Background: an optimization exercise with open tools, aiming at small area, a short achievable clock period and few clock cycles. Do not read the settings as production practice.

==> flow/design.v <==
module RiscvSingleCycle_riscv_core (
    input var logic clk,
    input var logic rst,  
    output var logic [32-1:0] imem_addr ,
    input  var logic [32-1:0] imem_rdata,
    output var logic [32-1:0] dmem_addr ,
    output var logic [32-1:0] dmem_wdata,
    input  var logic [32-1:0] dmem_rdata,
    output var logic          dmem_we   ,
    output var logic          dmem_re
);
    logic [31:1]       pc;     
    logic [31:0]       ir;     
    logic [15:1]       valid;  
    logic [15:1][31:0] regs;
    logic [2:0]        cnt;    
    logic [32:0]       hi;
    logic [31:0]       lo;
    logic [31:0]       rs1v;   
    logic [31:0]       rs2v;
    logic [6:0] opc;
    logic [2:0] f3;
    logic [3:0] rd;
    always_comb opc = ir[6:0];
    always_comb f3  = ir[14:12];
    always_comb rd  = ir[10:7];
    logic is_lui, is_auipc, is_jal, is_jalr, is_br, is_ld, is_st, is_opimm, is_op, is_m, is_alur;
    always_comb begin
        is_lui   = opc == 7'b0110111;
        is_auipc = opc == 7'b0010111;
        is_jal   = opc == 7'b1101111;
        is_jalr  = opc == 7'b1100111;
        is_br    = opc == 7'b1100011;
        is_ld    = opc == 7'b0000011;
        is_st    = opc == 7'b0100011;
        is_opimm = opc == 7'b0010011;
        is_op    = opc == 7'b0110011;
        is_m     = is_op && ir[31:25] == 7'b0000001;
        is_alur  = is_op && !is_m;
    end
    logic [31:0] imm_i, imm_s, imm_b, imm_u, imm_j;
    always_comb begin
        imm_i = {{20{ir[31]}}, ir[31:20]};
        imm_s = {{20{ir[31]}}, ir[31:25], ir[11:7]};
        imm_b = {{19{ir[31]}}, ir[31], ir[7], ir[30:25], ir[11:8], 1'b0};
        imm_u = {ir[31:12], 12'h0};
        imm_j = {{11{ir[31]}}, ir[31], ir[19:12], ir[20], ir[30:21], 1'b0};
    end
    logic [31:0] alu_b, bx, sum, alu_res, shr, shl, sh_in;
    logic        sub, cout, ltu, lts, eq, taken;
    logic signed [32:0] sh_sin, sh_full;
    always_comb begin
        alu_b = (is_op || is_br) ? rs2v : (is_st ? imm_s : imm_i);
        sub   = is_br || ((is_op || is_opimm) && f3[2:1] == 2'b01) || (is_alur && f3 == 3'b000 && ir[30]);
        bx    = alu_b ^ {32{sub}};
        {cout, sum} = {1'b0, rs1v} + {1'b0, bx} + {32'h0, sub};
        ltu   = !cout;
        lts   = (rs1v[31] ^ alu_b[31]) ? rs1v[31] : sum[31];
        eq    = rs1v == alu_b;
        case (f3)
            3'b000:  taken = eq;
            3'b001:  taken = !eq;
            3'b100:  taken = lts;
            3'b101:  taken = !lts;
            3'b110:  taken = ltu;
            3'b111:  taken = !ltu;
            default: taken = 1'b0;
        endcase
        for (int i = 0; i < 32; i++) sh_in[i] = f3[2] ? rs1v[i] : rs1v[31-i];
        sh_sin  = {f3[2] && ir[30] && rs1v[31], sh_in};
        sh_full = sh_sin >>> alu_b[4:0];
        shr     = sh_full[31:0];
        for (int i = 0; i < 32; i++) shl[i] = shr[31-i];
        case (f3)
            3'b000:  alu_res = sum;
            3'b001:  alu_res = shl;
            3'b010:  alu_res = {31'h0, lts};
            3'b011:  alu_res = {31'h0, ltu};
            3'b100:  alu_res = rs1v ^ alu_b;
            3'b101:  alu_res = shr;
            3'b110:  alu_res = rs1v | alu_b;
            default: alu_res = rs1v & alu_b;
        endcase
    end
    logic        first, mul_last, div_last, m_last, is_div;
    logic        sa, sb, dsigned, a_neg, b_neg;
    logic [32:0] hi_in, a33, mul_hi;
    logic [31:0] lo_in, mul_lo, a_mag, dv, r, q, res_pre, div_res, mdu_res;
    logic [8:0]  mchunk;
    logic signed [41:0] mstep;
    logic signed [32:0] hi_s, a33_s;
    logic signed [8:0]  mchunk_s;
    logic [32:0] x;
    logic [33:0] t;
    logic        neg;
    always_comb begin
        is_div   = f3[2];
        first    = cnt == 3'd0;
        mul_last = cnt == 3'd3;
        div_last = cnt == 3'd7;
        m_last   = is_div ? div_last : mul_last;
        sa       = f3[1] ^ f3[0];             
        sb       = f3[1:0] == 2'b01;          
        dsigned  = !f3[0];                    
        a_neg    = dsigned && rs1v[31];
        b_neg    = dsigned && rs2v[31];
        a_mag    = a_neg ? 32'h0 - rs1v : rs1v;
        hi_in    = first ? 33'h0 : hi;
        lo_in    = first ? (is_div ? a_mag : rs2v) : lo;
        a33      = {sa && rs1v[31], rs1v};
        mchunk   = {sb && mul_last && lo_in[7], lo_in[7:0]};
        hi_s     = hi_in;
        a33_s    = a33;
        mchunk_s = mchunk;
        mstep    = hi_s + a33_s * mchunk_s;
        mul_hi   = mstep[40:8];
        mul_lo   = {mstep[7:0], lo_in[31:8]};
        dv = rs2v ^ {32{!b_neg}};
        r  = hi_in[31:0];
        q  = lo_in;
        for (int s = 0; s < 4; s++) begin
            x = {r, q[31]};
            t = {1'b0, x} + {1'b0, 1'b1, dv} + {33'h0, !b_neg};
            q = {q[30:0], t[33]};
            r = t[33] ? t[31:0] : x[31:0];
        end
        res_pre = f3[1] ? r : q;
        neg     = f3[1] ? a_neg : (a_neg ^ b_neg) && rs2v != 32'h0;
        div_res = neg ? 32'h0 - res_pre : res_pre;
        mdu_res = is_div ? div_res : (f3[1:0] == 2'b00 ? mul_lo : mul_hi[31:0]);
    end
    logic [31:0] pcf, pc4, pcadd, fa, wd;
    logic        stall, we;
    always_comb begin
        pcf   = {pc, 1'b0};
        pc4   = pcf + 32'd4;
        pcadd = pcf + (is_br ? imm_b : (is_jal ? imm_j : imm_u));
        stall = is_m && !m_last;
        if (stall)                        fa = pcf;
        else if (is_jal || (is_br && taken)) fa = pcadd;
        else if (is_jalr)                 fa = {sum[31:1], 1'b0};
        else                              fa = pc4;
        we = is_lui || is_auipc || is_jal || is_jalr || is_ld || is_opimm || is_alur || (is_m && m_last);
        if (is_ld)                    wd = dmem_rdata;
        else if (is_lui)              wd = imm_u;
        else if (is_auipc)            wd = pcadd;
        else if (is_jal || is_jalr)   wd = pc4;
        else if (is_m)                wd = mdu_res;
        else                          wd = alu_res;
    end
    logic [3:0]  nrs1, nrs2;
    logic [31:0] nrs1v, nrs2v;
    always_comb begin
        nrs1  = imem_rdata[18:15];
        nrs2  = imem_rdata[23:20];
        nrs1v = '0;
        nrs2v = '0;
        for (int i = 1; i < 16; i++) begin
            nrs1v = nrs1v | (regs[i] & {32{valid[i] && nrs1 == 4'(i)}});
            nrs2v = nrs2v | (regs[i] & {32{valid[i] && nrs2 == 4'(i)}});
        end
        if (we && rd == nrs1 && nrs1 != 4'd0) nrs1v = wd;
        if (we && rd == nrs2 && nrs2 != 4'd0) nrs2v = wd;
    end
    always_comb imem_addr  = fa;
    always_comb dmem_addr  = sum;
    always_comb dmem_wdata = rs2v;
    always_comb dmem_we    = is_st;
    always_comb dmem_re    = is_ld;
    always_ff @ (posedge clk, negedge rst) begin
        if (!rst) begin
            pc    <= 31'h7FFFFFFE;  
            ir[0] <= 1'b0;          
            cnt   <= 3'd0;
            valid <= '0;
        end else begin
            pc    <= fa[31:1];
            ir[0] <= imem_rdata[0];
            cnt   <= (is_m && !m_last) ? cnt + 3'd1 : 3'd0;
            for (int i = 1; i < 16; i++) begin
                if (we && rd == 4'(i)) valid[i] <= 1'b1;
            end
        end
    end
    always_ff @ (posedge clk) begin
        ir[31:1] <= imem_rdata[31:1];
        rs1v     <= nrs1v;
        rs2v     <= nrs2v;
        hi       <= is_div ? {1'b0, r} : mul_hi;
        lo       <= is_div ? q : mul_lo;
        for (int i = 1; i < 16; i++) begin
            if (we && rd == 4'(i)) regs[i] <= wd;
        end
    end
endmodule
clock: 150.0 ns
lec_check: 0
cap_margin: 20
core_margin: 2
core_utilization: 30
place_density: 0.4
slew_margin: 20
run.sh (not shown) runs the stock make flow with config.mk's settings and CLKGATE_MAP_FILE= SYNTH_SCRIPT=/design/flow/synth_recipe.tcl, a recipe that flattens the netlist after the stock synthesis.
Then changed:
--- a/flow/design.v
+++ b/flow/design.v
@@ -23,37 +23,24 @@
     logic [3:0] rd;
     always_comb opc = ir[6:0];
     always_comb f3  = ir[14:12];
     always_comb rd  = ir[10:7];
     logic is_lui, is_auipc, is_jal, is_jalr, is_br, is_ld, is_st, is_opimm, is_op, is_m, is_alur;
-    always_comb begin
-        is_lui   = opc == 7'b0110111;
-        is_auipc = opc == 7'b0010111;
-        is_jal   = opc == 7'b1101111;
-        is_jalr  = opc == 7'b1100111;
-        is_br    = opc == 7'b1100011;
-        is_ld    = opc == 7'b0000011;
-        is_st    = opc == 7'b0100011;
-        is_opimm = opc == 7'b0010011;
-        is_op    = opc == 7'b0110011;
-        is_m     = is_op && ir[31:25] == 7'b0000001;
-        is_alur  = is_op && !is_m;
-    end
+    logic use_b, sub;
     logic [31:0] imm_i, imm_s, imm_b, imm_u, imm_j;
     always_comb begin
         imm_i = {{20{ir[31]}}, ir[31:20]};
         imm_s = {{20{ir[31]}}, ir[31:25], ir[11:7]};
         imm_b = {{19{ir[31]}}, ir[31], ir[7], ir[30:25], ir[11:8], 1'b0};
         imm_u = {ir[31:12], 12'h0};
         imm_j = {{11{ir[31]}}, ir[31], ir[19:12], ir[20], ir[30:21], 1'b0};
     end
     logic [31:0] alu_b, bx, sum, alu_res, shr, shl, sh_in;
-    logic        sub, cout, ltu, lts, eq, taken;
+    logic        cout, ltu, lts, eq, taken;
     logic signed [32:0] sh_sin, sh_full;
     always_comb begin
-        alu_b = (is_op || is_br) ? rs2v : (is_st ? imm_s : imm_i);
-        sub   = is_br || ((is_op || is_opimm) && f3[2:1] == 2'b01) || (is_alur && f3 == 3'b000 && ir[30]);
+        alu_b = use_b ? rs2v : (is_st ? imm_s : imm_i);
         bx    = alu_b ^ {32{sub}};
         {cout, sum} = {1'b0, rs1v} + {1'b0, bx} + {32'h0, sub};
         ltu   = !cout;
         lts   = (rs1v[31] ^ alu_b[31]) ? rs1v[31] : sum[31];
         eq    = rs1v == alu_b;
@@ -160,32 +147,53 @@
             nrs2v = nrs2v | (regs[i] & {32{valid[i] && nrs2 == 4'(i)}});
         end
         if (we && rd == nrs1 && nrs1 != 4'd0) nrs1v = wd;
         if (we && rd == nrs2 && nrs2 != 4'd0) nrs2v = wd;
     end
+    logic [6:0] nopc;
+    logic [2:0] nf3;
+    logic n_lui, n_auipc, n_jal, n_jalr, n_br, n_ld, n_st, n_opimm, n_op, n_m, n_alur, n_use_b, n_sub;
+    always_comb begin
+        nopc     = imem_rdata[6:0];
+        nf3      = imem_rdata[14:12];
+        n_lui    = nopc == 7'b0110111;
+        n_auipc  = nopc == 7'b0010111;
+        n_jal    = nopc == 7'b1101111;
+        n_jalr   = nopc == 7'b1100111;
+        n_br     = nopc == 7'b1100011;
+        n_ld     = nopc == 7'b0000011;
+        n_st     = nopc == 7'b0100011;
+        n_opimm  = nopc == 7'b0010011;
+        n_op     = nopc == 7'b0110011;
+        n_m      = n_op && imem_rdata[31:25] == 7'b0000001;
+        n_alur   = n_op && !n_m;
+        n_use_b  = n_op || n_br;
+        n_sub    = n_br || ((n_op || n_opimm) && nf3[2:1] == 2'b01) || (n_alur && nf3 == 3'b000 && imem_rdata[30]);
+    end
     always_comb imem_addr  = fa;
     always_comb dmem_addr  = sum;
     always_comb dmem_wdata = rs2v;
     always_comb dmem_we    = is_st;
     always_comb dmem_re    = is_ld;
     always_ff @ (posedge clk, negedge rst) begin
         if (!rst) begin
             pc    <= 31'h7FFFFFFE;  
-            ir[0] <= 1'b0;          
+            {is_lui, is_auipc, is_jal, is_jalr, is_br, is_ld, is_st, is_opimm, is_op, is_m, is_alur, use_b, sub} <= '0;
             cnt   <= 3'd0;
             valid <= '0;
         end else begin
             pc    <= fa[31:1];
-            ir[0] <= imem_rdata[0];
+            {is_lui, is_auipc, is_jal, is_jalr, is_br, is_ld, is_st, is_opimm, is_op, is_m, is_alur, use_b, sub} <=
+                {n_lui, n_auipc, n_jal, n_jalr, n_br, n_ld, n_st, n_opimm, n_op, n_m, n_alur, n_use_b, n_sub};
             cnt   <= (is_m && !m_last) ? cnt + 3'd1 : 3'd0;
             for (int i = 1; i < 16; i++) begin
                 if (we && rd == 4'(i)) valid[i] <= 1'b1;
             end
         end
     end
     always_ff @ (posedge clk) begin
-        ir[31:1] <= imem_rdata[31:1];
+        ir       <= imem_rdata;
         rs1v     <= nrs1v;
         rs2v     <= nrs2v;
         hi       <= is_div ? {1'b0, r} : mul_hi;
         lo       <= is_div ? q : mul_lo;
         for (int i = 1; i < 16; i++) begin
What happened: The new run ran to the end with no violations; routed wire length drops by a few percent; first-iteration DRC count drops by a few percent; sequential cell count climbs by 5; design area barely changes; via count drops slightly.
No run of this note included a check of the RTL's function; only the layout flow was run.

static timing again, ports no longer ideal:
How much do the figures lean on ideal ports? The routed layouts below were timed once more, with nothing changed but the port constraints. Step 1, drivers: a clkbuf_16 drives clk and a buf_2 each remaining input, both assumed. Step 2 also shifts input and output timing later by t, the mid clock arrival at the registers, as if the neighbouring blocks saw the same clock. Slacks: ideal / step 1 / step 2; pairs: ideal / step 1.
run	t (ns)	setup slack, ns	clock arrival spread, ns
the first run	0.778	110.540 / 110.457 / 111.235	0.085 / 0.086
the second run	0.788	110.215 / 110.131 / 110.919	0.047 / 0.047
After both steps setup and hold are still met in every run listed.
